What follows belongs to an exercise in optimizing a design on an open flow for small area, a short achievable clock period and few clock cycles; a production flow would make more cautious choices. Function was checked by simulation only, so behaviour that the tests miss may differ from the original.

// seq_signed_mult
module seq_signed_mult(
  input         clk,
  input         rst,           
  input         start,         
  input  [7:0]  multiplier,    
  input  [7:0]  multiplicand,  
  output [14:0] product,       
  output [19:0] bcd,           
  output        sign,          
  output        done           
);
For scale: roughly 17 flip-flops, ~56 I/O pins, ~4700 µm² of cells after synthesis.
export LEC_CHECK = 0
export ABC_AREA = 1
export CAP_MARGIN = 20
export CORE_MARGIN = 2
export CORE_UTILIZATION = 60
export SETUP_SLACK_MARGIN = 5
export SLEW_MARGIN = 20
export SYNTH_HIERARCHICAL = 1
export SYNTH_MINIMUM_KEEP_SIZE = 0
create_clock -name core_clock -period 12.0 [get_ports {clk}]
standard.sh (not shown) runs the stock make flow with config.mk's settings and CLKGATE_MAP_FILE= SYNTH_SCRIPT=/design/flow/synth_recipe.tcl, a recipe that flattens the netlist after the stock synthesis.
==> flow/flow/run.sh <==
#!/bin/bash
# The standard layout, with plain buffers (not delay buffers) on the ports.
set -euo pipefail
export BUFFER_PORTS_ARGS="-buffer_cell sky130_fd_sc_hd__buf_2"
bash standard.sh > standard_flow.log 2>&1
Testbench counts at the start, summed over its fixed seeds: cycles 3,200.
Then changed:
==> flow/run.sh (new file) <==
#!/bin/bash
# synth_recipe.tcl (not shown) runs the flow's synth.tcl, then flattens the netlist and writes it again
# the make line also repeats each setting of config.mk as NAME=value (left out here)
make -C /OpenROAD-flow-scripts/flow DESIGN_CONFIG=/design/flow/config.mk WORK_HOME=/design/flow/orfs CLKGATE_MAP_FILE= SYNTH_SCRIPT=/design/flow/synth_recipe.tcl finish
Settings changed: SETUP_SLACK_MARGIN 5 to unset.
removed: flow/flow/run.sh
removed: flow/standard.sh
Result: Synthesized cell count does not change; via count goes up by 0.41%.
Then changed:
==> flow/flow/run.sh (new file) <==
#!/bin/bash
# The standard layout, with plain buffers (not delay buffers) on the ports.
set -euo pipefail
export BUFFER_PORTS_ARGS="-buffer_cell sky130_fd_sc_hd__buf_1"
bash standard.sh > standard_flow.log 2>&1
==> flow/standard.sh (new file) <==
#!/bin/bash
# synth_recipe.tcl (not shown) runs the flow's synth.tcl, then flattens the netlist and writes it again
# the make line also repeats each setting of config.mk as NAME=value (left out here)
make -C /OpenROAD-flow-scripts/flow DESIGN_CONFIG=/design/flow/config.mk WORK_HOME=/design/flow/orfs CLKGATE_MAP_FILE= SYNTH_SCRIPT=/design/flow/synth_recipe.tcl "${@:-finish}"
removed: flow/run.sh
Outcome:
- global-route usage went down by 0.76 points
- first-iteration DRC count went down by a quarter to a third
- hold slack improved by 27 ps
- final area went down by a few percent
- via count went down slightly
- routed wire length went up slightly

---

== v6 ==
seq_signed_mult again, from the RTL that the note above started with.
==> flow/config.mk <==
export PLATFORM = sky130hd
export DESIGN_NAME = seq_signed_mult
export DESIGN_NICKNAME = seq_signed_mult
export VERILOG_FILES = /design/flow/design.v
export SDC_FILE = /design/flow/constraint.sdc
export NUM_CORES = 4
export LEC_CHECK = 0
export ABC_AREA = 1
export CAP_MARGIN = 20
export CORE_MARGIN = 2
export CORE_UTILIZATION = 75
export SLEW_MARGIN = 20
export SYNTH_HIERARCHICAL = 1
export SYNTH_MINIMUM_KEEP_SIZE = 0
==> flow/constraint.sdc <==
create_clock -name core_clock -period 12.0 [get_ports {clk}]
set_input_delay 2.4000 -clock core_clock [delete_from_list [all_inputs] [get_ports {clk}]]
set_output_delay 2.4000 -clock core_clock [all_outputs]
set_load 0.01 [all_outputs]
==> flow/flow/run.sh <==
#!/bin/bash
# The standard layout, with plain buffers (not delay buffers) on the ports.
set -euo pipefail
export BUFFER_PORTS_ARGS="-buffer_cell sky130_fd_sc_hd__buf_2"
bash standard.sh > standard_flow.log 2>&1
Testbench counts of v6, summed over its fixed seeds: cycles 3,200.
The inputs of v7 differ from those of v6 as listed below.
# v6
export LEC_CHECK = 0
export ABC_AREA = 1
export CAP_MARGIN = 20
export CORE_MARGIN = 2
export CORE_UTILIZATION = 75
export SLEW_MARGIN = 20
export SYNTH_HIERARCHICAL = 1
export SYNTH_MINIMUM_KEEP_SIZE = 0
create_clock -name core_clock -period 12.0 [get_ports {clk}]
# v7
export LEC_CHECK = 0
export ABC_AREA = 1
export CAP_MARGIN = 20
export CORE_MARGIN = 2
export CORE_UTILIZATION = 60
export SLEW_MARGIN = 20
export SYNTH_HIERARCHICAL = 1
export SYNTH_MINIMUM_KEEP_SIZE = 0
create_clock -name core_clock -period 12.0 [get_ports {clk}]
==> flow/flow/run.sh <==
#!/bin/bash
# The standard layout, with plain buffers (not delay buffers) on the ports, and
# timing repair aiming at a slack margin beyond what the clock period asks.
set -euo pipefail
export BUFFER_PORTS_ARGS="-buffer_cell sky130_fd_sc_hd__buf_2"
export SETUP_SLACK_MARGIN=6.8
bash standard.sh > standard_flow.log 2>&1
==> comparison <==
- Sort v7 and v6 by final weighted congestion in routability-driven placement, ascending, and v6 comes first.
- v7 -> v6: path length in cells of the critical path flat
- Taking v6 as the reference, in v7 total area of multi-input combinational cells up 34%; post-placement cell area up 9.1%.

[re-timing with driven ports]
Ports are ideal in the flow. The routed layouts listed here were re-timed in OpenROAD. Step 1, drivers: a clkbuf_16 drives clk and a buf_2 each remaining input, both assumed. Step 2 also shifts input and output timing later by t, the mid clock arrival at the registers, as if the neighbouring blocks saw the same clock. a / b / c = ideal ports / drivers / drivers and shift; a / b = the first two.
run	t (ns)	slack for setup (ns)	worst slew at a driven data input, ns	pins driven straight from the clock port
the first run of note 1	0.272	5.661 / 5.634 / 5.480	0.03	1
the second run of note 1	0.272	5.109 / 5.115 / 4.843	0.03	1
the third run of note 1	0.275	5.462 / 5.461 / 5.186	0.03	1
v6	0.281	5.669 / 5.642 / 5.426	0.03	1
v7	0.285	5.211 / 5.186 / 5.471	0.11	1
After both steps every run listed still meets setup and hold. The setup slack of the third run of note 1, which loses most, moves by -0.001 ns with the drivers and by -0.276 ns with both steps.
